From an optimization exercise on the open Yosys and OpenROAD flow, aimed at small area, a short achievable clock period and few clock cycles; shortcuts taken in it are not production practice.
Where RTL was checked, it was by simulation tests only, not by an equivalence proof against the original.
For run 2, only the layout was checked, not whether the RTL still works.
No activity file was given, so power comes from the tool's default toggle rates.

==> flow/design.v (outline; a module is shown in full before it is edited, if it fits) <==
// module mac: 396 lines
// module projeto: 48 lines
module projeto(
    input ck,
    input inicio,
    input rst,
    input [15:0] X,
    input [15:0] A,
    input [15:0] B,
    input [15:0] C,
    output pronto,
    output overflow,
    output [15:0] resultado
);
  // ...
==> flow/flow/run.sh <==
#!/bin/bash
# The standard layout (standard.sh) with these changes:
#  - the multiply-add tree, module mac, is laid out from flow/mac_cells.v, the
#    same circuit as mac in rtl/ula.v built from cells by hand (both are
#    generated by gen/mkhand.py), so that its partial products are single
#    NAND gates feeding full-adder cells of inverted polarity;
#  - synthesis skips Yosys's early "abc -fast" (SYNTH_ARGS=-noabc), and its
#    extract_fa looks for full adders only (flow/synth_fa.tcl), leaving the
#    carry-propagate adder to abc;
#  - port buffers use the smallest buffer, but for the X ports (buf_4).
# Registers and their names are those of the standard synthesis.
set -euo pipefail
export SYNTH_ARGS="-noabc"
export BUFFER_PORTS_ARGS="-buffer_cell sky130_fd_sc_hd__buf_1"
# ... except the X ports, whose buffers drive many gates (flow/xbuf.tcl)
export POST_GLOBAL_PLACE_TCL="$PWD/flow/xbuf.tcl"
# design.v with module mac replaced by the cell-level one
awk '/^module mac\(/ {skip = 1} !skip {print} skip && /^endmodule/ {skip = 0}' design.v > design_cells.v
grep -q '^module mac(' design_cells.v && { echo "module mac still in design_cells.v"; exit 1; }
cat flow/mac_cells.v >> design_cells.v
sed "s#CLKGATE_MAP_FILE= #CLKGATE_MAP_FILE= VERILOG_FILES=$PWD/design_cells.v #; s#SYNTH_SCRIPT=[^ ]*#SYNTH_SCRIPT=$PWD/flow/synth_fa.tcl#" standard.sh > standard_cells.sh
grep -q "VERILOG_FILES=$PWD/design_cells.v" standard_cells.sh
grep -q "SYNTH_SCRIPT=$PWD/flow/synth_fa.tcl" standard_cells.sh
bash standard_cells.sh > standard.log 2>&1
==> flow/flow/synth_fa.tcl <==
proc synth {args} { yosys synth -nofsm -noshare {*}$args }
proc extract_fa {args} { yosys extract_fa -fa }
source $::env(SCRIPTS_DIR)/synth.tcl
# left out here: clear keep_hierarchy, flatten, clean up, hide names made inside functions, write 1_2_yosys.v
==> flow/flow/xbuf.tcl <==
set db [ord::get_db]
set block [ord::get_db_block]
set big [$db findMaster sky130_fd_sc_hd__buf_4]
foreach bterm [$block getBTerms] {
  if { ![string match {X\[*} [$bterm getName]] } { continue }
  set net [$bterm getNet]
  foreach iterm [$net getITerms] {
    set inst [$iterm getInst]
    if { [string match sky130_fd_sc_hd__buf_* [[$inst getMaster] getName]] } {
      $inst swapMaster $big
      puts "xbuf: [$inst getName] of [$bterm getName] -> sky130_fd_sc_hd__buf_4"
    }
  }
}
==> flow/standard.sh <==
#!/bin/bash
# synth_recipe.tcl (not shown) runs the flow's synth.tcl, then flattens the netlist and writes it again
# the make line also repeats each setting of config.mk as NAME=value (left out here)
make -C /OpenROAD-flow-scripts/flow DESIGN_CONFIG=/design/flow/config.mk WORK_HOME=/design/flow/orfs CLKGATE_MAP_FILE= SYNTH_SCRIPT=/design/flow/synth_recipe.tcl "${@:-finish}"
==> flow/config.mk <==
export PLATFORM = sky130hd
export DESIGN_NAME = projeto
export DESIGN_NICKNAME = projeto
export VERILOG_FILES = /design/flow/design.v
export SDC_FILE = /design/flow/constraint.sdc
export NUM_CORES = 4
export LEC_CHECK = 0
export CAP_MARGIN = 20
export CORE_MARGIN = 2
export CORE_UTILIZATION = 60
export CTS_BUF_LIST = sky130_fd_sc_hd__clkbuf_4 sky130_fd_sc_hd__clkbuf_8
export SETUP_SLACK_MARGIN = 4.0
export SLEW_MARGIN = 20
==> flow/constraint.sdc <==
create_clock -name core_clock -period 9.5 [get_ports {ck}]
set_input_delay 1.9000 -clock core_clock [delete_from_list [all_inputs] [get_ports {ck}]]
set_output_delay 1.9000 -clock core_clock [all_outputs]
set_load 0.01 [all_outputs]
Not shown: flow/flow/mac_cells.v
==> results.yml, run 1 <==
cts:
  cts-root-buf: "clkbuf_8"
  clk-insertion-delay-late_ps: 280
  post_cts_hold_buffer_count: 0
  clkSinkCount: 27
  cts_buffer_depth: 2
  cts_setup_buffers: 6
grt:
  grt_overflow_total: 0
  grt.met1_usage_pct: 42.6
final_layout:
  final_layout_clock_buffer_total: 3
  multi_input_area_share_pct: 76.4
  stdcell_area_mm2: 0.00517
  flip_flop_count_of_the_largest_register_all_copies_and_words_added: 16
  mostFrequentLayoutCells: "139 x nand2_1, 101 x fa_1, 68 x buf_1, 27 x dfxtp_1, 19 x xor2_1"
  drive_gt1_share_pct: 14.0
  numSequentialCells: 27
  seq_share_pct: 10.5
power_and_ir_drop:
  p_comb_uw: 1560
  top_power_group: "combinational cells"
worst_setup_path:
  crit_top_cell: "fa_1"
  cpLargestDelayFamily: "adder cells"
  setup.worst_path.class: "input pin to flip-flop"
  critical_path.startpoint_type: "input pin"
  cpPeakStageDelay_ps: 500
routing:
  vias: 3648
  number_of_remaining_drc_errors: 0
  top_layer_used: "met4"
logic_synthesis:
  synth-adder-area-share_pct: 47.1
  synthesis.area_mm2: 0.00459
  ys_types: 40
  synth.avg_cell_area_um2: 10.3
  synth_flop_cell: "dfxtp_1"
  synth_warnings: 1
  synth-compound-area-share_pct: 5.04
  yosys_register_bits: 27
floorplanning:
  core.rowCount: 31
  die_area_mm2: 0.00837
  tapCellCount: 99
timing:
  worst_hold_slack_ps: 648
  worst_slack_ps: 3950
  grt_setup_unrepaired: "true"
  maxClockFrequency_ghz: 0.180
  timing.final.max_slew_violations: 0
  period_needed_ps: 5550
place:
  dp_worst_setup_slack_ps: 3280
outcome:
  run_status: "no timing/DRC/antenna violations"
Testbench counts, summed over its fixed seeds: cycles 4,523.
==> module mac, before the edit <==
module mac(
    input [15:0] a,
    input [15:0] v,
    input sel,
    output [15:0] m,
    input [15:0] x,
    input [15:0] b,
    input [15:0] c,
    output xz,
    output [15:0] ra,
    output [15:0] rb,
    output [6:0] cn
);
    assign m = sel ? v : a;
    assign xz = ~|x;
    wire ksel = sel | xz;
    wire [15:0] kn = ~(ksel ? c : b);
    wire pp_0_0 = ~(m[0] & x[0]);
    wire pp_0_1 = ~(m[0] & x[1]);
    wire pp_0_2 = ~(m[0] & x[2]);
    wire pp_0_3 = ~(m[0] & x[3]);
    wire pp_0_4 = ~(m[0] & x[4]);
    wire pp_0_5 = ~(m[0] & x[5]);
    wire pp_0_6 = ~(m[0] & x[6]);
    wire pp_0_7 = ~(m[0] & x[7]);
    wire pp_0_8 = ~(m[0] & x[8]);
    wire pp_0_9 = ~(m[0] & x[9]);
    wire pp_0_10 = ~(m[0] & x[10]);
    wire pp_0_11 = ~(m[0] & x[11]);
    wire pp_0_12 = ~(m[0] & x[12]);
    wire pp_0_13 = ~(m[0] & x[13]);
    wire pp_0_14 = ~(m[0] & x[14]);
    wire pp_0_15 = ~(m[0] & x[15]);
    wire pp_1_0 = ~(m[1] & x[0]);
    wire pp_1_1 = ~(m[1] & x[1]);
    wire pp_1_2 = ~(m[1] & x[2]);
    wire pp_1_3 = ~(m[1] & x[3]);
    wire pp_1_4 = ~(m[1] & x[4]);
    wire pp_1_5 = ~(m[1] & x[5]);
    wire pp_1_6 = ~(m[1] & x[6]);
    wire pp_1_7 = ~(m[1] & x[7]);
    wire pp_1_8 = ~(m[1] & x[8]);
    wire pp_1_9 = ~(m[1] & x[9]);
    wire pp_1_10 = ~(m[1] & x[10]);
    wire pp_1_11 = ~(m[1] & x[11]);
    wire pp_1_12 = ~(m[1] & x[12]);
    wire pp_1_13 = ~(m[1] & x[13]);
    wire pp_1_14 = ~(m[1] & x[14]);
    wire pp_2_0 = ~(m[2] & x[0]);
    wire pp_2_1 = ~(m[2] & x[1]);
    wire pp_2_2 = ~(m[2] & x[2]);
    wire pp_2_3 = ~(m[2] & x[3]);
    wire pp_2_4 = ~(m[2] & x[4]);
    wire pp_2_5 = ~(m[2] & x[5]);
    wire pp_2_6 = ~(m[2] & x[6]);
    wire pp_2_7 = ~(m[2] & x[7]);
    wire pp_2_8 = ~(m[2] & x[8]);
    wire pp_2_9 = ~(m[2] & x[9]);
    wire pp_2_10 = ~(m[2] & x[10]);
    wire pp_2_11 = ~(m[2] & x[11]);
    wire pp_2_12 = ~(m[2] & x[12]);
    wire pp_2_13 = ~(m[2] & x[13]);
    wire pp_3_0 = ~(m[3] & x[0]);
    wire pp_3_1 = ~(m[3] & x[1]);
    wire pp_3_2 = ~(m[3] & x[2]);
    wire pp_3_3 = ~(m[3] & x[3]);
    wire pp_3_4 = ~(m[3] & x[4]);
    wire pp_3_5 = ~(m[3] & x[5]);
    wire pp_3_6 = ~(m[3] & x[6]);
    wire pp_3_7 = ~(m[3] & x[7]);
    wire pp_3_8 = ~(m[3] & x[8]);
    wire pp_3_9 = ~(m[3] & x[9]);
    wire pp_3_10 = ~(m[3] & x[10]);
    wire pp_3_11 = ~(m[3] & x[11]);
    wire pp_3_12 = ~(m[3] & x[12]);
    wire pp_4_0 = ~(m[4] & x[0]);
    wire pp_4_1 = ~(m[4] & x[1]);
    wire pp_4_2 = ~(m[4] & x[2]);
    wire pp_4_3 = ~(m[4] & x[3]);
    wire pp_4_4 = ~(m[4] & x[4]);
    wire pp_4_5 = ~(m[4] & x[5]);
    wire pp_4_6 = ~(m[4] & x[6]);
    wire pp_4_7 = ~(m[4] & x[7]);
    wire pp_4_8 = ~(m[4] & x[8]);
    wire pp_4_9 = ~(m[4] & x[9]);
    wire pp_4_10 = ~(m[4] & x[10]);
    wire pp_4_11 = ~(m[4] & x[11]);
    wire pp_5_0 = ~(m[5] & x[0]);
    wire pp_5_1 = ~(m[5] & x[1]);
    wire pp_5_2 = ~(m[5] & x[2]);
    wire pp_5_3 = ~(m[5] & x[3]);
    wire pp_5_4 = ~(m[5] & x[4]);
    wire pp_5_5 = ~(m[5] & x[5]);
    wire pp_5_6 = ~(m[5] & x[6]);
    wire pp_5_7 = ~(m[5] & x[7]);
    wire pp_5_8 = ~(m[5] & x[8]);
    wire pp_5_9 = ~(m[5] & x[9]);
    wire pp_5_10 = ~(m[5] & x[10]);
    wire pp_6_0 = ~(m[6] & x[0]);
    wire pp_6_1 = ~(m[6] & x[1]);
    wire pp_6_2 = ~(m[6] & x[2]);
    wire pp_6_3 = ~(m[6] & x[3]);
    wire pp_6_4 = ~(m[6] & x[4]);
    wire pp_6_5 = ~(m[6] & x[5]);
    wire pp_6_6 = ~(m[6] & x[6]);
    wire pp_6_7 = ~(m[6] & x[7]);
    wire pp_6_8 = ~(m[6] & x[8]);
    wire pp_6_9 = ~(m[6] & x[9]);
    wire pp_7_0 = ~(m[7] & x[0]);
    wire pp_7_1 = ~(m[7] & x[1]);
    wire pp_7_2 = ~(m[7] & x[2]);
    wire pp_7_3 = ~(m[7] & x[3]);
    wire pp_7_4 = ~(m[7] & x[4]);
    wire pp_7_5 = ~(m[7] & x[5]);
    wire pp_7_6 = ~(m[7] & x[6]);
    wire pp_7_7 = ~(m[7] & x[7]);
    wire pp_7_8 = ~(m[7] & x[8]);
    wire pp_8_0 = ~(m[8] & x[0]);
    wire pp_8_1 = ~(m[8] & x[1]);
    wire pp_8_2 = ~(m[8] & x[2]);
    wire pp_8_3 = ~(m[8] & x[3]);
    wire pp_8_4 = ~(m[8] & x[4]);
    wire pp_8_5 = ~(m[8] & x[5]);
    wire pp_8_6 = ~(m[8] & x[6]);
    wire pp_8_7 = ~(m[8] & x[7]);
    wire pp_9_0 = ~(m[9] & x[0]);
    wire pp_9_1 = ~(m[9] & x[1]);
    wire pp_9_2 = ~(m[9] & x[2]);
    wire pp_9_3 = ~(m[9] & x[3]);
    wire pp_9_4 = ~(m[9] & x[4]);
    wire pp_9_5 = ~(m[9] & x[5]);
    wire pp_9_6 = ~(m[9] & x[6]);
    wire pp_10_0 = ~(m[10] & x[0]);
    wire pp_10_1 = ~(m[10] & x[1]);
    wire pp_10_2 = ~(m[10] & x[2]);
    wire pp_10_3 = ~(m[10] & x[3]);
    wire pp_10_4 = ~(m[10] & x[4]);
    wire pp_10_5 = ~(m[10] & x[5]);
    wire pp_11_0 = ~(m[11] & x[0]);
    wire pp_11_1 = ~(m[11] & x[1]);
    wire pp_11_2 = ~(m[11] & x[2]);
    wire pp_11_3 = ~(m[11] & x[3]);
    wire pp_11_4 = ~(m[11] & x[4]);
    wire pp_12_0 = ~(m[12] & x[0]);
    wire pp_12_1 = ~(m[12] & x[1]);
    wire pp_12_2 = ~(m[12] & x[2]);
    wire pp_12_3 = ~(m[12] & x[3]);
    wire pp_13_0 = ~(m[13] & x[0]);
    wire pp_13_1 = ~(m[13] & x[1]);
    wire pp_13_2 = ~(m[13] & x[2]);
    wire pp_14_0 = ~(m[14] & x[0]);
    wire pp_14_1 = ~(m[14] & x[1]);
    wire pp_15_0 = ~(m[15] & x[0]);
    wire px1 = pp_0_15 ^ pp_10_5;
    wire px2 = pp_11_4 ^ pp_12_3;
    wire px3 = pp_13_2 ^ pp_14_1;
    wire px4 = pp_15_0 ^ pp_1_14;
    wire px5 = pp_2_13 ^ pp_3_12;
    wire px6 = pp_4_11 ^ pp_5_10;
    wire px7 = pp_6_9 ^ pp_7_8;
    wire px8 = pp_8_7 ^ pp_9_6;
    wire px9 = px1 ^ px2;
    wire px10 = px3 ^ px4;
    wire px11 = px5 ^ px6;
    wire px12 = px7 ^ px8;
    wire px13 = px10 ^ px11;
    wire px14 = px12 ^ px9;
    wire px15 = ~(px13 ^ px14);
    wire s16 = pp_0_1 ^ pp_1_0 ^ kn[1];
    wire c17 = (pp_0_1 & pp_1_0) | (pp_0_1 & kn[1]) | (pp_1_0 & kn[1]);
    wire s18 = pp_0_2 ^ pp_1_1 ^ pp_2_0;
    wire c19 = (pp_0_2 & pp_1_1) | (pp_0_2 & pp_2_0) | (pp_1_1 & pp_2_0);
    wire s20 = kn[2] ^ s18 ^ c17;
    wire c21 = (kn[2] & s18) | (kn[2] & c17) | (s18 & c17);
    wire s22 = pp_0_3 ^ pp_1_2 ^ pp_2_1;
    wire c23 = (pp_0_3 & pp_1_2) | (pp_0_3 & pp_2_1) | (pp_1_2 & pp_2_1);
    wire s24 = pp_3_0 ^ kn[3] ^ c19;
    wire c25 = (pp_3_0 & kn[3]) | (pp_3_0 & c19) | (kn[3] & c19);
    wire s26 = s22 ^ s24 ^ c21;
    wire c27 = (s22 & s24) | (s22 & c21) | (s24 & c21);
    wire s28 = pp_0_4 ^ pp_1_3 ^ pp_2_2;
    wire c29 = (pp_0_4 & pp_1_3) | (pp_0_4 & pp_2_2) | (pp_1_3 & pp_2_2);
    wire s30 = pp_3_1 ^ pp_4_0 ^ kn[4];
    wire c31 = (pp_3_1 & pp_4_0) | (pp_3_1 & kn[4]) | (pp_4_0 & kn[4]);
    wire s32 = c23 ^ s28 ^ s30;
    wire c33 = (c23 & s28) | (c23 & s30) | (s28 & s30);
    wire s34 = c25 ^ s32 ^ c27;
    wire c35 = (c25 & s32) | (c25 & c27) | (s32 & c27);
    wire s36 = pp_0_5 ^ pp_1_4 ^ pp_2_3;
    wire c37 = (pp_0_5 & pp_1_4) | (pp_0_5 & pp_2_3) | (pp_1_4 & pp_2_3);
    wire s38 = pp_3_2 ^ pp_4_1 ^ pp_5_0;
    wire c39 = (pp_3_2 & pp_4_1) | (pp_3_2 & pp_5_0) | (pp_4_1 & pp_5_0);
    wire s40 = kn[5] ^ c29 ^ s36;
    wire c41 = (kn[5] & c29) | (kn[5] & s36) | (c29 & s36);
    wire s42 = s38 ^ c31 ^ s40;
    wire c43 = (s38 & c31) | (s38 & s40) | (c31 & s40);
    wire s44 = c33 ^ s42 ^ c35;
    wire c45 = (c33 & s42) | (c33 & c35) | (s42 & c35);
    wire s46 = pp_0_6 ^ pp_1_5 ^ pp_2_4;
    wire c47 = (pp_0_6 & pp_1_5) | (pp_0_6 & pp_2_4) | (pp_1_5 & pp_2_4);
    wire s48 = pp_3_3 ^ pp_4_2 ^ pp_5_1;
    wire c49 = (pp_3_3 & pp_4_2) | (pp_3_3 & pp_5_1) | (pp_4_2 & pp_5_1);
    wire s50 = pp_6_0 ^ kn[6] ^ c37;
    wire c51 = (pp_6_0 & kn[6]) | (pp_6_0 & c37) | (kn[6] & c37);
    wire s52 = c39 ^ s46 ^ s48;
    wire c53 = (c39 & s46) | (c39 & s48) | (s46 & s48);
    wire s54 = s50 ^ c41 ^ s52;
    wire c55 = (s50 & c41) | (s50 & s52) | (c41 & s52);
    wire s56 = ~(c43 ^ s54);
    wire c57 = c43 | s54;
    wire s58 = pp_0_7 ^ pp_1_6 ^ pp_2_5;
    wire c59 = (pp_0_7 & pp_1_6) | (pp_0_7 & pp_2_5) | (pp_1_6 & pp_2_5);
    wire s60 = pp_3_4 ^ pp_4_3 ^ pp_5_2;
    wire c61 = (pp_3_4 & pp_4_3) | (pp_3_4 & pp_5_2) | (pp_4_3 & pp_5_2);
    wire s62 = pp_6_1 ^ pp_7_0 ^ kn[7];
    wire c63 = (pp_6_1 & pp_7_0) | (pp_6_1 & kn[7]) | (pp_7_0 & kn[7]);
    wire s64 = c47 ^ c49 ^ s58;
    wire c65 = (c47 & c49) | (c47 & s58) | (c49 & s58);
    wire s66 = s60 ^ s62 ^ c51;
    wire c67 = (s60 & s62) | (s60 & c51) | (s62 & c51);
    wire s68 = c53 ^ s64 ^ s66;
    wire c69 = (c53 & s64) | (c53 & s66) | (s64 & s66);
    wire s70 = c55 ^ c57 ^ s68;
    wire c71 = (c55 & c57) | (c55 & s68) | (c57 & s68);
    wire s72 = pp_0_8 ^ pp_1_7 ^ pp_2_6;
    wire c73 = (pp_0_8 & pp_1_7) | (pp_0_8 & pp_2_6) | (pp_1_7 & pp_2_6);
    wire s74 = pp_3_5 ^ pp_4_4 ^ pp_5_3;
    wire c75 = (pp_3_5 & pp_4_4) | (pp_3_5 & pp_5_3) | (pp_4_4 & pp_5_3);
    wire s76 = pp_6_2 ^ pp_7_1 ^ pp_8_0;
    wire c77 = (pp_6_2 & pp_7_1) | (pp_6_2 & pp_8_0) | (pp_7_1 & pp_8_0);
    wire s78 = kn[8] ^ c59 ^ c61;
    wire c79 = (kn[8] & c59) | (kn[8] & c61) | (c59 & c61);
    wire s80 = s72 ^ s74 ^ s76;
    wire c81 = (s72 & s74) | (s72 & s76) | (s74 & s76);
    wire s82 = c63 ^ c65 ^ s78;
    wire c83 = (c63 & c65) | (c63 & s78) | (c65 & s78);
    wire s84 = s80 ^ c67 ^ s82;
    wire c85 = (s80 & c67) | (s80 & s82) | (c67 & s82);
    wire s86 = c69 ^ s84 ^ c71;
    wire c87 = (c69 & s84) | (c69 & c71) | (s84 & c71);
    wire s88 = pp_0_9 ^ pp_1_8 ^ pp_2_7;
    wire c89 = (pp_0_9 & pp_1_8) | (pp_0_9 & pp_2_7) | (pp_1_8 & pp_2_7);
    wire s90 = pp_3_6 ^ pp_4_5 ^ pp_5_4;
    wire c91 = (pp_3_6 & pp_4_5) | (pp_3_6 & pp_5_4) | (pp_4_5 & pp_5_4);
    wire s92 = pp_6_3 ^ pp_7_2 ^ pp_8_1;
    wire c93 = (pp_6_3 & pp_7_2) | (pp_6_3 & pp_8_1) | (pp_7_2 & pp_8_1);
    wire s94 = pp_9_0 ^ kn[9] ^ c73;
    wire c95 = (pp_9_0 & kn[9]) | (pp_9_0 & c73) | (kn[9] & c73);
    wire s96 = c75 ^ c77 ^ s88;
    wire c97 = (c75 & c77) | (c75 & s88) | (c77 & s88);
    wire s98 = s90 ^ s92 ^ s94;
    wire c99 = (s90 & s92) | (s90 & s94) | (s92 & s94);
    wire s100 = c79 ^ c81 ^ s96;
    wire c101 = (c79 & c81) | (c79 & s96) | (c81 & s96);
    wire s102 = s98 ^ c83 ^ s100;
    wire c103 = (s98 & c83) | (s98 & s100) | (c83 & s100);
    wire s104 = ~(c85 ^ s102);
    wire c105 = c85 | s102;
    wire s106 = pp_0_10 ^ pp_10_0 ^ pp_1_9;
    wire c107 = (pp_0_10 & pp_10_0) | (pp_0_10 & pp_1_9) | (pp_10_0 & pp_1_9);
    wire s108 = pp_2_8 ^ pp_3_7 ^ pp_4_6;
    wire c109 = (pp_2_8 & pp_3_7) | (pp_2_8 & pp_4_6) | (pp_3_7 & pp_4_6);
    wire s110 = pp_5_5 ^ pp_6_4 ^ pp_7_3;
    wire c111 = (pp_5_5 & pp_6_4) | (pp_5_5 & pp_7_3) | (pp_6_4 & pp_7_3);
    wire s112 = pp_8_2 ^ pp_9_1 ^ kn[10];
    wire c113 = (pp_8_2 & pp_9_1) | (pp_8_2 & kn[10]) | (pp_9_1 & kn[10]);
    wire s114 = c89 ^ c91 ^ c93;
    wire c115 = (c89 & c91) | (c89 & c93) | (c91 & c93);
    wire s116 = s106 ^ s108 ^ s110;
    wire c117 = (s106 & s108) | (s106 & s110) | (s108 & s110);
    wire s118 = s112 ^ c95 ^ c97;
    wire c119 = (s112 & c95) | (s112 & c97) | (c95 & c97);
    wire s120 = s114 ^ s116 ^ c99;
    wire c121 = (s114 & s116) | (s114 & c99) | (s116 & c99);
    wire s122 = s118 ^ c101 ^ s120;
    wire c123 = (s118 & c101) | (s118 & s120) | (c101 & s120);
    wire s124 = c103 ^ s122 ^ c105;
    wire c125 = (c103 & s122) | (c103 & c105) | (s122 & c105);
    wire s126 = pp_0_11 ^ pp_10_1 ^ pp_11_0;
    wire c127 = (pp_0_11 & pp_10_1) | (pp_0_11 & pp_11_0) | (pp_10_1 & pp_11_0);
    wire s128 = pp_1_10 ^ pp_2_9 ^ pp_3_8;
    wire c129 = (pp_1_10 & pp_2_9) | (pp_1_10 & pp_3_8) | (pp_2_9 & pp_3_8);
    wire s130 = pp_4_7 ^ pp_5_6 ^ pp_6_5;
    wire c131 = (pp_4_7 & pp_5_6) | (pp_4_7 & pp_6_5) | (pp_5_6 & pp_6_5);
    wire s132 = pp_7_4 ^ pp_8_3 ^ pp_9_2;
    wire c133 = (pp_7_4 & pp_8_3) | (pp_7_4 & pp_9_2) | (pp_8_3 & pp_9_2);
    wire s134 = kn[11] ^ c107 ^ c109;
    wire c135 = (kn[11] & c107) | (kn[11] & c109) | (c107 & c109);
    wire s136 = c111 ^ s126 ^ s128;
    wire c137 = (c111 & s126) | (c111 & s128) | (s126 & s128);
    wire s138 = s130 ^ s132 ^ c113;
    wire c139 = (s130 & s132) | (s130 & c113) | (s132 & c113);
    wire s140 = c115 ^ c117 ^ s134;
    wire c141 = (c115 & c117) | (c115 & s134) | (c117 & s134);
    wire s142 = s136 ^ s138 ^ c119;
    wire c143 = (s136 & s138) | (s136 & c119) | (s138 & c119);
    wire s144 = s140 ^ c121 ^ s142;
    wire c145 = (s140 & c121) | (s140 & s142) | (c121 & s142);
    wire s146 = c123 ^ s144 ^ c125;
    wire c147 = (c123 & s144) | (c123 & c125) | (s144 & c125);
    wire s148 = pp_0_12 ^ pp_10_2 ^ pp_11_1;
    wire c149 = (pp_0_12 & pp_10_2) | (pp_0_12 & pp_11_1) | (pp_10_2 & pp_11_1);
    wire s150 = pp_12_0 ^ pp_1_11 ^ pp_2_10;
    wire c151 = (pp_12_0 & pp_1_11) | (pp_12_0 & pp_2_10) | (pp_1_11 & pp_2_10);
    wire s152 = pp_3_9 ^ pp_4_8 ^ pp_5_7;
    wire c153 = (pp_3_9 & pp_4_8) | (pp_3_9 & pp_5_7) | (pp_4_8 & pp_5_7);
    wire s154 = pp_6_6 ^ pp_7_5 ^ pp_8_4;
    wire c155 = (pp_6_6 & pp_7_5) | (pp_6_6 & pp_8_4) | (pp_7_5 & pp_8_4);
    wire s156 = pp_9_3 ^ kn[12] ^ c127;
    wire c157 = (pp_9_3 & kn[12]) | (pp_9_3 & c127) | (kn[12] & c127);
    wire s158 = c129 ^ c131 ^ c133;
    wire c159 = (c129 & c131) | (c129 & c133) | (c131 & c133);
    wire s160 = s148 ^ s150 ^ s152;
    wire c161 = (s148 & s150) | (s148 & s152) | (s150 & s152);
    wire s162 = s154 ^ s156 ^ c135;
    wire c163 = (s154 & s156) | (s154 & c135) | (s156 & c135);
    wire s164 = c137 ^ c139 ^ s158;
    wire c165 = (c137 & c139) | (c137 & s158) | (c139 & s158);
    wire s166 = s160 ^ s162 ^ c141;
    wire c167 = (s160 & s162) | (s160 & c141) | (s162 & c141);
    wire s168 = s164 ^ c143 ^ s166;
    wire c169 = (s164 & c143) | (s164 & s166) | (c143 & s166);
    wire s170 = ~(c145 ^ s168);
    wire c171 = c145 | s168;
    wire s172 = pp_0_13 ^ pp_10_3 ^ pp_11_2;
    wire c173 = (pp_0_13 & pp_10_3) | (pp_0_13 & pp_11_2) | (pp_10_3 & pp_11_2);
    wire s174 = pp_12_1 ^ pp_13_0 ^ pp_1_12;
    wire c175 = (pp_12_1 & pp_13_0) | (pp_12_1 & pp_1_12) | (pp_13_0 & pp_1_12);
    wire s176 = pp_2_11 ^ pp_3_10 ^ pp_4_9;
    wire c177 = (pp_2_11 & pp_3_10) | (pp_2_11 & pp_4_9) | (pp_3_10 & pp_4_9);
    wire s178 = pp_5_8 ^ pp_6_7 ^ pp_7_6;
    wire c179 = (pp_5_8 & pp_6_7) | (pp_5_8 & pp_7_6) | (pp_6_7 & pp_7_6);
    wire s180 = pp_8_5 ^ pp_9_4 ^ kn[13];
    wire c181 = (pp_8_5 & pp_9_4) | (pp_8_5 & kn[13]) | (pp_9_4 & kn[13]);
    wire s182 = c149 ^ c151 ^ c153;
    wire c183 = (c149 & c151) | (c149 & c153) | (c151 & c153);
    wire s184 = c155 ^ s172 ^ s174;
    wire c185 = (c155 & s172) | (c155 & s174) | (s172 & s174);
    wire s186 = s176 ^ s178 ^ s180;
    wire c187 = (s176 & s178) | (s176 & s180) | (s178 & s180);
    wire s188 = c157 ^ c159 ^ c161;
    wire c189 = (c157 & c159) | (c157 & c161) | (c159 & c161);
    wire s190 = s182 ^ s184 ^ s186;
    wire c191 = (s182 & s184) | (s182 & s186) | (s184 & s186);
    wire s192 = c163 ^ c165 ^ s188;
    wire c193 = (c163 & c165) | (c163 & s188) | (c165 & s188);
    wire s194 = s190 ^ c167 ^ s192;
    wire c195 = (s190 & c167) | (s190 & s192) | (c167 & s192);
    wire s196 = c169 ^ s194 ^ c171;
    wire c197 = (c169 & s194) | (c169 & c171) | (s194 & c171);
    wire s198 = pp_0_14 ^ pp_10_4 ^ pp_11_3;
    wire c199 = (pp_0_14 & pp_10_4) | (pp_0_14 & pp_11_3) | (pp_10_4 & pp_11_3);
    wire s200 = pp_12_2 ^ pp_13_1 ^ pp_14_0;
    wire c201 = (pp_12_2 & pp_13_1) | (pp_12_2 & pp_14_0) | (pp_13_1 & pp_14_0);
    wire s202 = pp_1_13 ^ pp_2_12 ^ pp_3_11;
    wire c203 = (pp_1_13 & pp_2_12) | (pp_1_13 & pp_3_11) | (pp_2_12 & pp_3_11);
    wire s204 = pp_4_10 ^ pp_5_9 ^ pp_6_8;
    wire c205 = (pp_4_10 & pp_5_9) | (pp_4_10 & pp_6_8) | (pp_5_9 & pp_6_8);
    wire s206 = pp_7_7 ^ pp_8_6 ^ pp_9_5;
    wire c207 = (pp_7_7 & pp_8_6) | (pp_7_7 & pp_9_5) | (pp_8_6 & pp_9_5);
    wire s208 = kn[14] ^ c173 ^ c175;
    wire c209 = (kn[14] & c173) | (kn[14] & c175) | (c173 & c175);
    wire s210 = c177 ^ c179 ^ s198;
    wire c211 = (c177 & c179) | (c177 & s198) | (c179 & s198);
    wire s212 = s200 ^ s202 ^ s204;
    wire c213 = (s200 & s202) | (s200 & s204) | (s202 & s204);
    wire s214 = s206 ^ c181 ^ c183;
    wire c215 = (s206 & c181) | (s206 & c183) | (c181 & c183);
    wire s216 = c185 ^ s208 ^ s210;
    wire c217 = (c185 & s208) | (c185 & s210) | (s208 & s210);
    wire s218 = c187 ^ s212 ^ s214;
    wire c219 = (c187 & s212) | (c187 & s214) | (s212 & s214);
    wire s220 = c189 ^ c191 ^ s216;
    wire c221 = (c189 & c191) | (c189 & s216) | (c191 & s216);
    wire s222 = s218 ^ c193 ^ s220;
    wire c223 = (s218 & c193) | (s218 & s220) | (c193 & s220);
    wire s224 = ~(c195 ^ s222);
    wire c225 = c195 | s222;
    wire s226 = kn[15] ^ c199 ^ c201;
    wire c227 = (kn[15] & c199) | (kn[15] & c201) | (c199 & c201);
    wire s228 = c203 ^ c205 ^ c207;
    wire c229 = (c203 & c205) | (c203 & c207) | (c205 & c207);
    wire s230 = px15 ^ c209 ^ c211;
    wire c231 = (px15 & c209) | (px15 & c211) | (c209 & c211);
    wire s232 = c213 ^ s226 ^ s228;
    wire c233 = (c213 & s226) | (c213 & s228) | (s226 & s228);
    wire s234 = c215 ^ c217 ^ s230;
    wire c235 = (c215 & c217) | (c215 & s230) | (c217 & s230);
    wire s236 = s232 ^ c219 ^ c221;
    wire c237 = (s232 & c219) | (s232 & c221) | (c219 & c221);
    wire s238 = s234 ^ s236 ^ c223;
    wire c239 = (s234 & s236) | (s234 & c223) | (s236 & c223);
    assign ra = {c225, s224, s196, s170, s146, s124, s104, s86, s70, s56, s44, s34, s26, s20, s16, pp_0_0};
    assign rb = {s238, c197, 1'b1, c147, 1'b1, 1'b1, c87, 1'b1, 1'b1, c45, 1'b1, 1'b1, 1'b1, 1'b1, 1'b1, kn[0]};
    assign cn = {c239, c237, c235, c233, c231, c229, c227};
endmodule
==> run 2, diff against run 1 <==
--- a/flow/design.v
+++ b/flow/design.v
@@ -166,18 +166,18 @@
     wire px13 = px10 ^ px11;
     wire px14 = px12 ^ px9;
     wire px15 = ~(px13 ^ px14);
-    wire s16 = pp_0_1 ^ pp_1_0 ^ kn[1];
-    wire c17 = (pp_0_1 & pp_1_0) | (pp_0_1 & kn[1]) | (pp_1_0 & kn[1]);
+    wire s16 = ~(pp_0_1 ^ pp_1_0);
+    wire c17 = pp_0_1 | pp_1_0;
     wire s18 = pp_0_2 ^ pp_1_1 ^ pp_2_0;
     wire c19 = (pp_0_2 & pp_1_1) | (pp_0_2 & pp_2_0) | (pp_1_1 & pp_2_0);
-    wire s20 = kn[2] ^ s18 ^ c17;
-    wire c21 = (kn[2] & s18) | (kn[2] & c17) | (s18 & c17);
+    wire s20 = c17 ^ kn[2] ^ s18;
+    wire c21 = (c17 & kn[2]) | (c17 & s18) | (kn[2] & s18);
     wire s22 = pp_0_3 ^ pp_1_2 ^ pp_2_1;
     wire c23 = (pp_0_3 & pp_1_2) | (pp_0_3 & pp_2_1) | (pp_1_2 & pp_2_1);
     wire s24 = pp_3_0 ^ kn[3] ^ c19;
     wire c25 = (pp_3_0 & kn[3]) | (pp_3_0 & c19) | (kn[3] & c19);
-    wire s26 = s22 ^ s24 ^ c21;
-    wire c27 = (s22 & s24) | (s22 & c21) | (s24 & c21);
+    wire s26 = s22 ^ c21 ^ s24;
+    wire c27 = (s22 & c21) | (s22 & s24) | (c21 & s24);
     wire s28 = pp_0_4 ^ pp_1_3 ^ pp_2_2;
     wire c29 = (pp_0_4 & pp_1_3) | (pp_0_4 & pp_2_2) | (pp_1_3 & pp_2_2);
     wire s30 = pp_3_1 ^ pp_4_0 ^ kn[4];
@@ -194,8 +194,8 @@
     wire c41 = (kn[5] & c29) | (kn[5] & s36) | (c29 & s36);
     wire s42 = s38 ^ c31 ^ s40;
     wire c43 = (s38 & c31) | (s38 & s40) | (c31 & s40);
-    wire s44 = c33 ^ s42 ^ c35;
-    wire c45 = (c33 & s42) | (c33 & c35) | (s42 & c35);
+    wire s44 = ~(c33 ^ s42);
+    wire c45 = c33 | s42;
     wire s46 = pp_0_6 ^ pp_1_5 ^ pp_2_4;
     wire c47 = (pp_0_6 & pp_1_5) | (pp_0_6 & pp_2_4) | (pp_1_5 & pp_2_4);
     wire s48 = pp_3_3 ^ pp_4_2 ^ pp_5_1;
@@ -206,8 +206,8 @@
     wire c53 = (c39 & s46) | (c39 & s48) | (s46 & s48);
     wire s54 = s50 ^ c41 ^ s52;
     wire c55 = (s50 & c41) | (s50 & s52) | (c41 & s52);
-    wire s56 = ~(c43 ^ s54);
-    wire c57 = c43 | s54;
+    wire s56 = c43 ^ s54 ^ c45;
+    wire c57 = (c43 & s54) | (c43 & c45) | (s54 & c45);
     wire s58 = pp_0_7 ^ pp_1_6 ^ pp_2_5;
     wire c59 = (pp_0_7 & pp_1_6) | (pp_0_7 & pp_2_5) | (pp_1_6 & pp_2_5);
     wire s60 = pp_3_4 ^ pp_4_3 ^ pp_5_2;
@@ -220,8 +220,8 @@
     wire c67 = (s60 & s62) | (s60 & c51) | (s62 & c51);
     wire s68 = c53 ^ s64 ^ s66;
     wire c69 = (c53 & s64) | (c53 & s66) | (s64 & s66);
-    wire s70 = c55 ^ c57 ^ s68;
-    wire c71 = (c55 & c57) | (c55 & s68) | (c57 & s68);
+    wire s70 = c55 ^ s68 ^ c57;
+    wire c71 = (c55 & s68) | (c55 & c57) | (s68 & c57);
     wire s72 = pp_0_8 ^ pp_1_7 ^ pp_2_6;
     wire c73 = (pp_0_8 & pp_1_7) | (pp_0_8 & pp_2_6) | (pp_1_7 & pp_2_6);
     wire s74 = pp_3_5 ^ pp_4_4 ^ pp_5_3;
@@ -236,8 +236,8 @@
     wire c83 = (c63 & c65) | (c63 & s78) | (c65 & s78);
     wire s84 = s80 ^ c67 ^ s82;
     wire c85 = (s80 & c67) | (s80 & s82) | (c67 & s82);
-    wire s86 = c69 ^ s84 ^ c71;
-    wire c87 = (c69 & s84) | (c69 & c71) | (s84 & c71);
+    wire s86 = ~(c69 ^ s84);
+    wire c87 = c69 | s84;
     wire s88 = pp_0_9 ^ pp_1_8 ^ pp_2_7;
     wire c89 = (pp_0_9 & pp_1_8) | (pp_0_9 & pp_2_7) | (pp_1_8 & pp_2_7);
     wire s90 = pp_3_6 ^ pp_4_5 ^ pp_5_4;
@@ -254,8 +254,8 @@
     wire c101 = (c79 & c81) | (c79 & s96) | (c81 & s96);
     wire s102 = s98 ^ c83 ^ s100;
     wire c103 = (s98 & c83) | (s98 & s100) | (c83 & s100);
-    wire s104 = ~(c85 ^ s102);
-    wire c105 = c85 | s102;
+    wire s104 = c85 ^ s102 ^ c87;
+    wire c105 = (c85 & s102) | (c85 & c87) | (s102 & c87);
     wire s106 = pp_0_10 ^ pp_10_0 ^ pp_1_9;
     wire c107 = (pp_0_10 & pp_10_0) | (pp_0_10 & pp_1_9) | (pp_10_0 & pp_1_9);
     wire s108 = pp_2_8 ^ pp_3_7 ^ pp_4_6;
@@ -274,8 +274,8 @@
     wire c121 = (s114 & s116) | (s114 & c99) | (s116 & c99);
     wire s122 = s118 ^ c101 ^ s120;
     wire c123 = (s118 & c101) | (s118 & s120) | (c101 & s120);
-    wire s124 = c103 ^ s122 ^ c105;
-    wire c125 = (c103 & s122) | (c103 & c105) | (s122 & c105);
+    wire s124 = ~(c103 ^ s122);
+    wire c125 = c103 | s122;
     wire s126 = pp_0_11 ^ pp_10_1 ^ pp_11_0;
     wire c127 = (pp_0_11 & pp_10_1) | (pp_0_11 & pp_11_0) | (pp_10_1 & pp_11_0);
     wire s128 = pp_1_10 ^ pp_2_9 ^ pp_3_8;
@@ -314,10 +314,10 @@
     wire c161 = (s148 & s150) | (s148 & s152) | (s150 & s152);
     wire s162 = s154 ^ s156 ^ c135;
     wire c163 = (s154 & s156) | (s154 & c135) | (s156 & c135);
-    wire s164 = c137 ^ c139 ^ s158;
-    wire c165 = (c137 & c139) | (c137 & s158) | (c139 & s158);
-    wire s166 = s160 ^ s162 ^ c141;
-    wire c167 = (s160 & s162) | (s160 & c141) | (s162 & c141);
+    wire s164 = c137 ^ s158 ^ s160;
+    wire c165 = (c137 & s158) | (c137 & s160) | (s158 & s160);
+    wire s166 = c139 ^ s162 ^ c141;
+    wire c167 = (c139 & s162) | (c139 & c141) | (s162 & c141);
     wire s168 = s164 ^ c143 ^ s166;
     wire c169 = (s164 & c143) | (s164 & s166) | (c143 & s166);
     wire s170 = ~(c145 ^ s168);
@@ -368,10 +368,10 @@
     wire c215 = (s206 & c181) | (s206 & c183) | (c181 & c183);
     wire s216 = c185 ^ s208 ^ s210;
     wire c217 = (c185 & s208) | (c185 & s210) | (s208 & s210);
-    wire s218 = c187 ^ s212 ^ s214;
-    wire c219 = (c187 & s212) | (c187 & s214) | (s212 & s214);
-    wire s220 = c189 ^ c191 ^ s216;
-    wire c221 = (c189 & c191) | (c189 & s216) | (c191 & s216);
+    wire s218 = s212 ^ c187 ^ s214;
+    wire c219 = (s212 & c187) | (s212 & s214) | (c187 & s214);
+    wire s220 = c189 ^ s216 ^ c191;
+    wire c221 = (c189 & s216) | (c189 & c191) | (s216 & c191);
     wire s222 = s218 ^ c193 ^ s220;
     wire c223 = (s218 & c193) | (s218 & s220) | (c193 & s220);
     wire s224 = ~(c195 ^ s222);
@@ -386,12 +386,12 @@
     wire c233 = (c213 & s226) | (c213 & s228) | (s226 & s228);
     wire s234 = c215 ^ c217 ^ s230;
     wire c235 = (c215 & c217) | (c215 & s230) | (c217 & s230);
-    wire s236 = s232 ^ c219 ^ c221;
-    wire c237 = (s232 & c219) | (s232 & c221) | (c219 & c221);
-    wire s238 = s234 ^ s236 ^ c223;
-    wire c239 = (s234 & s236) | (s234 & c223) | (s236 & c223);
+    wire s236 = s232 ^ c219 ^ s234;
+    wire c237 = (s232 & c219) | (s232 & s234) | (c219 & s234);
+    wire s238 = c221 ^ s236 ^ c223;
+    wire c239 = (c221 & s236) | (c221 & c223) | (s236 & c223);
     assign ra = {c225, s224, s196, s170, s146, s124, s104, s86, s70, s56, s44, s34, s26, s20, s16, pp_0_0};
-    assign rb = {s238, c197, 1'b1, c147, 1'b1, 1'b1, c87, 1'b1, 1'b1, c45, 1'b1, 1'b1, 1'b1, 1'b1, 1'b1, kn[0]};
+    assign rb = {s238, c197, 1'b1, c147, 1'b1, c105, 1'b1, c71, 1'b1, 1'b1, c35, 1'b1, 1'b1, 1'b1, kn[1], kn[0]};
     assign cn = {c239, c237, c235, c233, c231, c229, c227};
 endmodule
 module projeto(
==> flow/flow/run.sh (replaced) <==
#!/bin/bash
# The standard layout (standard.sh) with these changes:
#  - the multiply-add tree, module mac, is laid out from flow/mac_cells.v, the
#    same circuit as mac in rtl/ula.v built from cells by hand (both are
#    generated by gen/mkhand.py), so that its partial products are single
#    NAND gates feeding full-adder cells of inverted polarity;
#  - synthesis skips Yosys's early "abc -fast" (SYNTH_ARGS=-noabc);
#  - port buffers use the smallest buffer, but for the X ports (buf_4).
# Registers and their names are those of the standard synthesis.
set -euo pipefail
export SYNTH_ARGS="-noabc"
export BUFFER_PORTS_ARGS="-buffer_cell sky130_fd_sc_hd__buf_1"
# ... except the X ports, whose buffers drive many gates (flow/xbuf.tcl)
export POST_GLOBAL_PLACE_TCL="$PWD/flow/xbuf.tcl"
# design.v with module mac replaced by the cell-level one
awk '/^module mac\(/ {skip = 1} !skip {print} skip && /^endmodule/ {skip = 0}' design.v > design_cells.v
grep -q '^module mac(' design_cells.v && { echo "module mac still in design_cells.v"; exit 1; }
cat flow/mac_cells.v >> design_cells.v
sed "s#CLKGATE_MAP_FILE= #CLKGATE_MAP_FILE= VERILOG_FILES=$PWD/design_cells.v #" standard.sh > standard_cells.sh
grep -q "VERILOG_FILES=$PWD/design_cells.v" standard_cells.sh
bash standard_cells.sh > standard.log 2>&1
--- a/flow/flow/mac_cells.v
+++ b/flow/flow/mac_cells.v
@@ -35,24 +35,27 @@
     sky130_fd_sc_hd__nor4_1 g_z1 (.A(x[4]), .B(x[5]), .C(x[6]), .D(x[7]), .Y(z1));
     sky130_fd_sc_hd__nor4_1 g_z2 (.A(x[8]), .B(x[9]), .C(x[10]), .D(x[11]), .Y(z2));
     sky130_fd_sc_hd__nor4_1 g_z3 (.A(x[12]), .B(x[13]), .C(x[14]), .D(x[15]), .Y(z3));
-    sky130_fd_sc_hd__and4_1 g_xz (.A(z0), .B(z1), .C(z2), .D(z3), .X(xz));
-    sky130_fd_sc_hd__or2_1 g_ksel (.A(sel), .B(xz), .X(ksel));
-    sky130_fd_sc_hd__mux2i_1 g_k0 (.A0(b[0]), .A1(c[0]), .S(ksel), .Y(kn[0]));
-    sky130_fd_sc_hd__mux2i_1 g_k1 (.A0(b[1]), .A1(c[1]), .S(ksel), .Y(kn[1]));
-    sky130_fd_sc_hd__mux2i_1 g_k2 (.A0(b[2]), .A1(c[2]), .S(ksel), .Y(kn[2]));
-    sky130_fd_sc_hd__mux2i_1 g_k3 (.A0(b[3]), .A1(c[3]), .S(ksel), .Y(kn[3]));
-    sky130_fd_sc_hd__mux2i_1 g_k4 (.A0(b[4]), .A1(c[4]), .S(ksel), .Y(kn[4]));
-    sky130_fd_sc_hd__mux2i_1 g_k5 (.A0(b[5]), .A1(c[5]), .S(ksel), .Y(kn[5]));
-    sky130_fd_sc_hd__mux2i_1 g_k6 (.A0(b[6]), .A1(c[6]), .S(ksel), .Y(kn[6]));
-    sky130_fd_sc_hd__mux2i_1 g_k7 (.A0(b[7]), .A1(c[7]), .S(ksel), .Y(kn[7]));
-    sky130_fd_sc_hd__mux2i_1 g_k8 (.A0(b[8]), .A1(c[8]), .S(ksel), .Y(kn[8]));
-    sky130_fd_sc_hd__mux2i_1 g_k9 (.A0(b[9]), .A1(c[9]), .S(ksel), .Y(kn[9]));
-    sky130_fd_sc_hd__mux2i_1 g_k10 (.A0(b[10]), .A1(c[10]), .S(ksel), .Y(kn[10]));
-    sky130_fd_sc_hd__mux2i_1 g_k11 (.A0(b[11]), .A1(c[11]), .S(ksel), .Y(kn[11]));
-    sky130_fd_sc_hd__mux2i_1 g_k12 (.A0(b[12]), .A1(c[12]), .S(ksel), .Y(kn[12]));
-    sky130_fd_sc_hd__mux2i_1 g_k13 (.A0(b[13]), .A1(c[13]), .S(ksel), .Y(kn[13]));
-    sky130_fd_sc_hd__mux2i_1 g_k14 (.A0(b[14]), .A1(c[14]), .S(ksel), .Y(kn[14]));
-    sky130_fd_sc_hd__mux2i_1 g_k15 (.A0(b[15]), .A1(c[15]), .S(ksel), .Y(kn[15]));
+    wire xzn, kg, kh;
+    sky130_fd_sc_hd__nand4_1 g_xzn (.A(z0), .B(z1), .C(z2), .D(z3), .Y(xzn));
+    sky130_fd_sc_hd__inv_1 g_xz (.A(xzn), .Y(xz));
+    sky130_fd_sc_hd__nor2b_1 g_kg (.A(sel), .B_N(xzn), .Y(kg));
+    sky130_fd_sc_hd__nand2b_1 g_kh (.A_N(sel), .B(xzn), .Y(kh));
+    sky130_fd_sc_hd__a22oi_1 g_k0 (.A1(c[0]), .A2(kh), .B1(b[0]), .B2(kg), .Y(kn[0]));
+    sky130_fd_sc_hd__a22oi_1 g_k1 (.A1(c[1]), .A2(kh), .B1(b[1]), .B2(kg), .Y(kn[1]));
+    sky130_fd_sc_hd__a22oi_1 g_k2 (.A1(c[2]), .A2(kh), .B1(b[2]), .B2(kg), .Y(kn[2]));
+    sky130_fd_sc_hd__a22oi_1 g_k3 (.A1(c[3]), .A2(kh), .B1(b[3]), .B2(kg), .Y(kn[3]));
+    sky130_fd_sc_hd__a22oi_1 g_k4 (.A1(c[4]), .A2(kh), .B1(b[4]), .B2(kg), .Y(kn[4]));
+    sky130_fd_sc_hd__a22oi_1 g_k5 (.A1(c[5]), .A2(kh), .B1(b[5]), .B2(kg), .Y(kn[5]));
+    sky130_fd_sc_hd__a22oi_1 g_k6 (.A1(c[6]), .A2(kh), .B1(b[6]), .B2(kg), .Y(kn[6]));
+    sky130_fd_sc_hd__a22oi_1 g_k7 (.A1(c[7]), .A2(kh), .B1(b[7]), .B2(kg), .Y(kn[7]));
+    sky130_fd_sc_hd__a22oi_1 g_k8 (.A1(c[8]), .A2(kh), .B1(b[8]), .B2(kg), .Y(kn[8]));
+    sky130_fd_sc_hd__a22oi_1 g_k9 (.A1(c[9]), .A2(kh), .B1(b[9]), .B2(kg), .Y(kn[9]));
+    sky130_fd_sc_hd__a22oi_1 g_k10 (.A1(c[10]), .A2(kh), .B1(b[10]), .B2(kg), .Y(kn[10]));
+    sky130_fd_sc_hd__a22oi_1 g_k11 (.A1(c[11]), .A2(kh), .B1(b[11]), .B2(kg), .Y(kn[11]));
+    sky130_fd_sc_hd__a22oi_1 g_k12 (.A1(c[12]), .A2(kh), .B1(b[12]), .B2(kg), .Y(kn[12]));
+    sky130_fd_sc_hd__a22oi_1 g_k13 (.A1(c[13]), .A2(kh), .B1(b[13]), .B2(kg), .Y(kn[13]));
+    sky130_fd_sc_hd__a22oi_1 g_k14 (.A1(c[14]), .A2(kh), .B1(b[14]), .B2(kg), .Y(kn[14]));
+    sky130_fd_sc_hd__a22oi_1 g_k15 (.A1(c[15]), .A2(kh), .B1(b[15]), .B2(kg), .Y(kn[15]));
     wire xb0;
     sky130_fd_sc_hd__buf_4 g_xb0 (.A(x[0]), .X(xb0));
     wire xb1;
@@ -376,17 +379,18 @@
     wire px15;
     sky130_fd_sc_hd__xnor2_1 g_px15 (.A(px13), .B(px14), .Y(px15));
     wire s16, c17;
-    sky130_fd_sc_hd__fa_1 g_s16 (.A(pp_0_1), .B(pp_1_0), .CIN(kn[1]), .COUT(c17), .SUM(s16));
+    sky130_fd_sc_hd__xnor2_1 g_s16 (.A(pp_0_1), .B(pp_1_0), .Y(s16));
+    sky130_fd_sc_hd__or2_1 g_c17 (.A(pp_0_1), .B(pp_1_0), .X(c17));
     wire s18, c19;
     sky130_fd_sc_hd__fa_1 g_s18 (.A(pp_0_2), .B(pp_1_1), .CIN(pp_2_0), .COUT(c19), .SUM(s18));
     wire s20, c21;
-    sky130_fd_sc_hd__fa_1 g_s20 (.A(kn[2]), .B(s18), .CIN(c17), .COUT(c21), .SUM(s20));
+    sky130_fd_sc_hd__fa_1 g_s20 (.A(c17), .B(kn[2]), .CIN(s18), .COUT(c21), .SUM(s20));
     wire s22, c23;
     sky130_fd_sc_hd__fa_1 g_s22 (.A(pp_0_3), .B(pp_1_2), .CIN(pp_2_1), .COUT(c23), .SUM(s22));
     wire s24, c25;
     sky130_fd_sc_hd__fa_1 g_s24 (.A(pp_3_0), .B(kn[3]), .CIN(c19), .COUT(c25), .SUM(s24));
     wire s26, c27;
-    sky130_fd_sc_hd__fa_1 g_s26 (.A(s22), .B(s24), .CIN(c21), .COUT(c27), .SUM(s26));
+    sky130_fd_sc_hd__fa_1 g_s26 (.A(s22), .B(c21), .CIN(s24), .COUT(c27), .SUM(s26));
     wire s28, c29;
     sky130_fd_sc_hd__fa_1 g_s28 (.A(pp_0_4), .B(pp_1_3), .CIN(pp_2_2), .COUT(c29), .SUM(s28));
     wire s30, c31;
@@ -404,7 +408,8 @@
     wire s42, c43;
     sky130_fd_sc_hd__fa_1 g_s42 (.A(s38), .B(c31), .CIN(s40), .COUT(c43), .SUM(s42));
     wire s44, c45;
-    sky130_fd_sc_hd__fa_1 g_s44 (.A(c33), .B(s42), .CIN(c35), .COUT(c45), .SUM(s44));
+    sky130_fd_sc_hd__xnor2_1 g_s44 (.A(c33), .B(s42), .Y(s44));
+    sky130_fd_sc_hd__or2_1 g_c45 (.A(c33), .B(s42), .X(c45));
     wire s46, c47;
     sky130_fd_sc_hd__fa_1 g_s46 (.A(pp_0_6), .B(pp_1_5), .CIN(pp_2_4), .COUT(c47), .SUM(s46));
     wire s48, c49;
@@ -416,8 +421,7 @@
     wire s54, c55;
     sky130_fd_sc_hd__fa_1 g_s54 (.A(s50), .B(c41), .CIN(s52), .COUT(c55), .SUM(s54));
     wire s56, c57;
-    sky130_fd_sc_hd__xnor2_1 g_s56 (.A(c43), .B(s54), .Y(s56));
-    sky130_fd_sc_hd__or2_1 g_c57 (.A(c43), .B(s54), .X(c57));
+    sky130_fd_sc_hd__fa_1 g_s56 (.A(c43), .B(s54), .CIN(c45), .COUT(c57), .SUM(s56));
     wire s58, c59;
     sky130_fd_sc_hd__fa_1 g_s58 (.A(pp_0_7), .B(pp_1_6), .CIN(pp_2_5), .COUT(c59), .SUM(s58));
     wire s60, c61;
@@ -431,7 +435,7 @@
     wire s68, c69;
     sky130_fd_sc_hd__fa_1 g_s68 (.A(c53), .B(s64), .CIN(s66), .COUT(c69), .SUM(s68));
     wire s70, c71;
-    sky130_fd_sc_hd__fa_1 g_s70 (.A(c55), .B(c57), .CIN(s68), .COUT(c71), .SUM(s70));
+    sky130_fd_sc_hd__fa_1 g_s70 (.A(c55), .B(s68), .CIN(c57), .COUT(c71), .SUM(s70));
     wire s72, c73;
     sky130_fd_sc_hd__fa_1 g_s72 (.A(pp_0_8), .B(pp_1_7), .CIN(pp_2_6), .COUT(c73), .SUM(s72));
     wire s74, c75;
@@ -447,7 +451,8 @@
     wire s84, c85;
     sky130_fd_sc_hd__fa_1 g_s84 (.A(s80), .B(c67), .CIN(s82), .COUT(c85), .SUM(s84));
     wire s86, c87;
-    sky130_fd_sc_hd__fa_1 g_s86 (.A(c69), .B(s84), .CIN(c71), .COUT(c87), .SUM(s86));
+    sky130_fd_sc_hd__xnor2_1 g_s86 (.A(c69), .B(s84), .Y(s86));
+    sky130_fd_sc_hd__or2_1 g_c87 (.A(c69), .B(s84), .X(c87));
     wire s88, c89;
     sky130_fd_sc_hd__fa_1 g_s88 (.A(pp_0_9), .B(pp_1_8), .CIN(pp_2_7), .COUT(c89), .SUM(s88));
     wire s90, c91;
@@ -465,8 +470,7 @@
     wire s102, c103;
     sky130_fd_sc_hd__fa_1 g_s102 (.A(s98), .B(c83), .CIN(s100), .COUT(c103), .SUM(s102));
     wire s104, c105;
-    sky130_fd_sc_hd__xnor2_1 g_s104 (.A(c85), .B(s102), .Y(s104));
-    sky130_fd_sc_hd__or2_1 g_c105 (.A(c85), .B(s102), .X(c105));
+    sky130_fd_sc_hd__fa_1 g_s104 (.A(c85), .B(s102), .CIN(c87), .COUT(c105), .SUM(s104));
     wire s106, c107;
     sky130_fd_sc_hd__fa_1 g_s106 (.A(pp_0_10), .B(pp_10_0), .CIN(pp_1_9), .COUT(c107), .SUM(s106));
     wire s108, c109;
@@ -486,7 +490,8 @@
     wire s122, c123;
     sky130_fd_sc_hd__fa_1 g_s122 (.A(s118), .B(c101), .CIN(s120), .COUT(c123), .SUM(s122));
     wire s124, c125;
-    sky130_fd_sc_hd__fa_1 g_s124 (.A(c103), .B(s122), .CIN(c105), .COUT(c125), .SUM(s124));
+    sky130_fd_sc_hd__xnor2_1 g_s124 (.A(c103), .B(s122), .Y(s124));
+    sky130_fd_sc_hd__or2_1 g_c125 (.A(c103), .B(s122), .X(c125));
     wire s126, c127;
     sky130_fd_sc_hd__fa_1 g_s126 (.A(pp_0_11), .B(pp_10_1), .CIN(pp_11_0), .COUT(c127), .SUM(s126));
     wire s128, c129;
@@ -526,9 +531,9 @@
     wire s162, c163;
     sky130_fd_sc_hd__fa_1 g_s162 (.A(s154), .B(s156), .CIN(c135), .COUT(c163), .SUM(s162));
     wire s164, c165;
-    sky130_fd_sc_hd__fa_1 g_s164 (.A(c137), .B(c139), .CIN(s158), .COUT(c165), .SUM(s164));
+    sky130_fd_sc_hd__fa_1 g_s164 (.A(c137), .B(s158), .CIN(s160), .COUT(c165), .SUM(s164));
     wire s166, c167;
-    sky130_fd_sc_hd__fa_1 g_s166 (.A(s160), .B(s162), .CIN(c141), .COUT(c167), .SUM(s166));
+    sky130_fd_sc_hd__fa_1 g_s166 (.A(c139), .B(s162), .CIN(c141), .COUT(c167), .SUM(s166));
     wire s168, c169;
     sky130_fd_sc_hd__fa_1 g_s168 (.A(s164), .B(c143), .CIN(s166), .COUT(c169), .SUM(s168));
     wire s170, c171;
@@ -581,9 +586,9 @@
     wire s216, c217;
     sky130_fd_sc_hd__fa_1 g_s216 (.A(c185), .B(s208), .CIN(s210), .COUT(c217), .SUM(s216));
     wire s218, c219;
-    sky130_fd_sc_hd__fa_1 g_s218 (.A(c187), .B(s212), .CIN(s214), .COUT(c219), .SUM(s218));
+    sky130_fd_sc_hd__fa_1 g_s218 (.A(s212), .B(c187), .CIN(s214), .COUT(c219), .SUM(s218));
     wire s220, c221;
-    sky130_fd_sc_hd__fa_1 g_s220 (.A(c189), .B(c191), .CIN(s216), .COUT(c221), .SUM(s220));
+    sky130_fd_sc_hd__fa_1 g_s220 (.A(c189), .B(s216), .CIN(c191), .COUT(c221), .SUM(s220));
     wire s222, c223;
     sky130_fd_sc_hd__fa_1 g_s222 (.A(s218), .B(c193), .CIN(s220), .COUT(c223), .SUM(s222));
     wire s224, c225;
@@ -600,10 +605,10 @@
     wire s234, c235;
     sky130_fd_sc_hd__fa_1 g_s234 (.A(c215), .B(c217), .CIN(s230), .COUT(c235), .SUM(s234));
     wire s236, c237;
-    sky130_fd_sc_hd__fa_1 g_s236 (.A(s232), .B(c219), .CIN(c221), .COUT(c237), .SUM(s236));
+    sky130_fd_sc_hd__fa_1 g_s236 (.A(s232), .B(c219), .CIN(s234), .COUT(c237), .SUM(s236));
     wire s238, c239;
-    sky130_fd_sc_hd__fa_1 g_s238 (.A(s234), .B(s236), .CIN(c223), .COUT(c239), .SUM(s238));
+    sky130_fd_sc_hd__fa_1 g_s238 (.A(c221), .B(s236), .CIN(c223), .COUT(c239), .SUM(s238));
     assign ra = {c225, s224, s196, s170, s146, s124, s104, s86, s70, s56, s44, s34, s26, s20, s16, pp_0_0};
-    assign rb = {s238, c197, 1'b1, c147, 1'b1, 1'b1, c87, 1'b1, 1'b1, c45, 1'b1, 1'b1, 1'b1, 1'b1, 1'b1, kn[0]};
+    assign rb = {s238, c197, 1'b1, c147, 1'b1, c105, 1'b1, c71, 1'b1, 1'b1, c35, 1'b1, 1'b1, 1'b1, kn[1], kn[0]};
     assign cn = {c239, c237, c235, c233, c231, c229, c227};
 endmodule
removed: flow/flow/synth_fa.tcl
==> run 2 against run 1 <==
  * Still clean
  * Maximum frequency up 1.5%
  * Cell count grew 6.0%
  * Sequential share of layout area is 0.38 points higher
  * Routed wire length is 2.8% higher
  * Clock skew increased by 8.2 ps
==> results.yml, run 2 <==
final_layout:
  largest-register: "qa"
  mostFrequentLayoutCells: "146 x nand2_1, 100 x fa_1, 68 x buf_1, 32 x buf_4, 29 x dfxtp_1"
  mostFrequentLayoutCell: "nand2_1"
  area_growth_from_synthesis_to_layout_pct: 14.5
  final_nets: 730
  diodes: 0
  final_cell_utilization_of_the_core_pct: 70.0
  flip_flop_count_of_the_largest_register_all_copies_and_words_added: 16
  layout_top_registers: "qa x16, qb x8, ql x2"
  drive_gt1_share_pct: 14.6
outcome:
  run_status: "no timing/DRC/antenna violations"
logic_synthesis:
  synthesis.nets: 649
  synth_warnings: 1
  ys_top_cells_by_area: "fa_1 46%, dfxtp_1 12%, nand2_1 12%, buf_4 4.2%, mux2_2 3.9%"
  yosys_register_bits: 29
  synth-edff-count: 0
  netlist_top_cells_count: "147 x nand2_1, 107 x fa_1, 29 x dfxtp_1, 26 x buf_4, 19 x xor2_1"
  ys_types: 37
  synth_top_area_share_pct: 45.8
  yosysMostFrequentCell: "nand2_1"
  synth_cells: 467
  synthesis.area_mm2: 0.00468
  yosysTopAreaCell: "fa_1"
  async_reset_ff_share_pct: 0
  synth_flop_cell: "dfxtp_1"
  synth.avg_cell_area_um2: 10.0
  seq_area_frac_synth_pct: 12.4
worst_setup_path:
  cp_data_arrival_time_ps: 5640
  critical_path.startpoint_type: "flip-flop"
  worstSetupEndpointType: "flip-flop"
  worst-path-max-fanout: 3
  setup.worst_path.class: "flip-flop to flip-flop"
  cp.required_ps: 9660
timing:
  timing.setup.tns_ps: 0
  maxClockFrequency_ghz: 0.183
  period_needed_ps: 5470
  timing.final.max_slew_violations: 0
  grt_setup_unrepaired: "true"
  timing.clock.skew_ps: 11.0
  report.final.hold_viol_count: 0
  timing_worst_slew_pin_value_ps: 585
  setup_violation_total_in_the_final_timing_report: 0
  slew_limit_headroom_pct: 60.8
  timing.final.crit_share_pct: 57.6
grt:
  global_route_wire_length_before_repair_um: 20500
  grt_overflow_total: 0
  grt_antenna_before_repair: 0
  number_of_global_route_vias_before_repair: 3962
  grtUsageTotal_pct: 32.1
  pin_count_of_the_biggest_net_entering_global_routing: 23
power_and_ir_drop:
  power.density_cell_area_mw_per_mm2: 441
  totalPowerFinal_uw: 2360
  power.static_leakage_uw: 0.00194
  peakVddDrop_uv: 467
cts:
  cts-root-buf: "clkbuf_8"
  clk_transition_reported_paths_ps: 80
  clkSinkCount: 29
  tritoncts.num_buffers: 5
  tritoncts: "yes"
  clk-insertion-delay-late_ps: 290
  ctsHtreeMaxLevel: 2
  cts_buffer_depth: 2
place:
  placement.io_buffers: 84
  hpwl_um: 9770
flow_run:
  maxcap_viol_count: 0
floorplanning:
  ioPinCount: 85
  core.rowCount: 32
  die_area_mm2: 0.00852
  initial_core_util_pct: 61.2
  die_width_um: 92.3
  fp.coreArea_mm2: 0.00765
  die_h_um: 92.3
routing:
  drt.antenna.violating_nets: 0
  vias: 3892
  drtIter0Drc: 275
  number_of_remaining_drc_errors: 0
  avgViaCountPerCell: 5.98
  detail_route.wl_per_cell_um: 19.6
  route.final.wire_length_um: 12800
  dr.pass1.iters: 6
worst_hold_path:
  min-delay-path-class: "flip-flop to flip-flop"
## run 2: layout make-up
type	instances	area (µm²)
repair buffers	100	495
clock buffers	7	96.3
fillers	617	2290
inverters	8	30.0
multi-input cells	404	4020
clock inverters	1	5.00
well taps	102	128
flip-flops and latches	29	581
## run 2: per-stage QoR
step	std cells	setup WS [ps]	hold WS, ps	instance area, µm²
detailed placement	628	3370	756	5000
floorplan	467	4040	660	4690
global placement	628	3090	746	4940
CTS	645	4010	786	5210
finish	651	4030	788	5360
global route	651	3880	838	5360
## run 2: kinds of logic (layout without fill, tap and decap cells)
kind of cell,Yosys count,after routing,synth area share (%)
XOR/XNOR,34,34,6.36
buffers and inverters,34,116,4.81
flip-flops,29,29,12.4
adder cells (fa/ha/maj),115,115,47.9
AO/OA/AOI/OAI,46,46,7.22
multiplexers,16,16,3.85
AND/OR/NAND/NOR,193,193,17.4
## run 2: repair_timing
| item | 4_1_cts | 5_1_grt |
|---|---|---|
| pin swaps | 5 | 20 |
| endpoints found under the setup margin | 8 | 7 |
| hold buffers | 0 | 0 |
| setup buffers | 9 | 6 |
| resized for setup | 8 | 23 |
## run 2: path summary, 6_finish.rpt
check,to,from,slack (ps),depth (start not counted)
worst min-delay path,ov$_DFF_P_,ql[1]$_DFF_P_,790,5
worst max register to register,qb[15]$_DFF_P_,qb[0]$_DFF_P_,4030,20
worst min register to register,ov$_DFF_P_,ql[1]$_DFF_P_,790,5
worst max-delay path,qb[15]$_DFF_P_,qb[0]$_DFF_P_,4030,20
## run 2: per-layer routing
layer	wire length [µm]	share of wire, %	vias up	global-route usage, %
li1	-	-	1675	-
met1	4830	38	1921	42.3
met2	6140	48	244	52.3
met3	1170	9.2	52	6.18
met4	637	5.0	0	13.7
met5	0	0	-	0
## run 2: critical path: stages, from the launching register on
cell and delay, ps:
dfxtp_1 300, inv_1 50, ha_2 190, inv_2 40, fa_2 380, o41a_1 420
nand2b_4 190, a2bb2oi_4 190, a21boi_2 180, xor2_1 90, buf_4 160, mux2_4 290
nand2_2 70, xor2_1 170, xor2_1 190, xor2_1 280, xnor2_2 190, fa_1 480
fa_1 500, fa_1 550, fa_1 420
## run 2: power by group
group / internal [µW] / total (µW) / switching (µW) / leakage, µW
registers: 221 / 249 / 28.6 / 0.000243
clock network: 65.6 / 122 / 56.0 / 0.0000542
logic: 922 / 1990 / 1070 / 0.00164
total: 1210 / 2360 / 1160 / 0.00194

[port drivers added, routing unchanged]
Ports are ideal in the flow. The routed layouts listed here were re-timed in OpenROAD. Step 1 assumes that a clkbuf_16 drives the clock port and a buf_2 every other input. Step 2 also shifts input and output timing later by t, the mid clock arrival at the registers, as if the neighbouring blocks saw the same clock. Slacks: ideal ports / drivers / drivers and shift; pairs: ideal ports / drivers.
run	t (ns)	setup WS [ns]	worst setup path at the end	clock arrival spread, ns	slew at the worst register clock pin (ns)
run 1	0.305	3.945 / 3.939 / 3.634	input to register	0.003 / 0.003	0.10 / 0.10
run 2	0.319	4.025 / 4.025 / 3.727	input to register	0.011 / 0.010	0.08 / 0.08
After both steps every run listed still meets setup and hold. For run 1, which loses most, drivers alone change the setup slack by -0.006 ns; drivers and shift together by -0.311 ns.
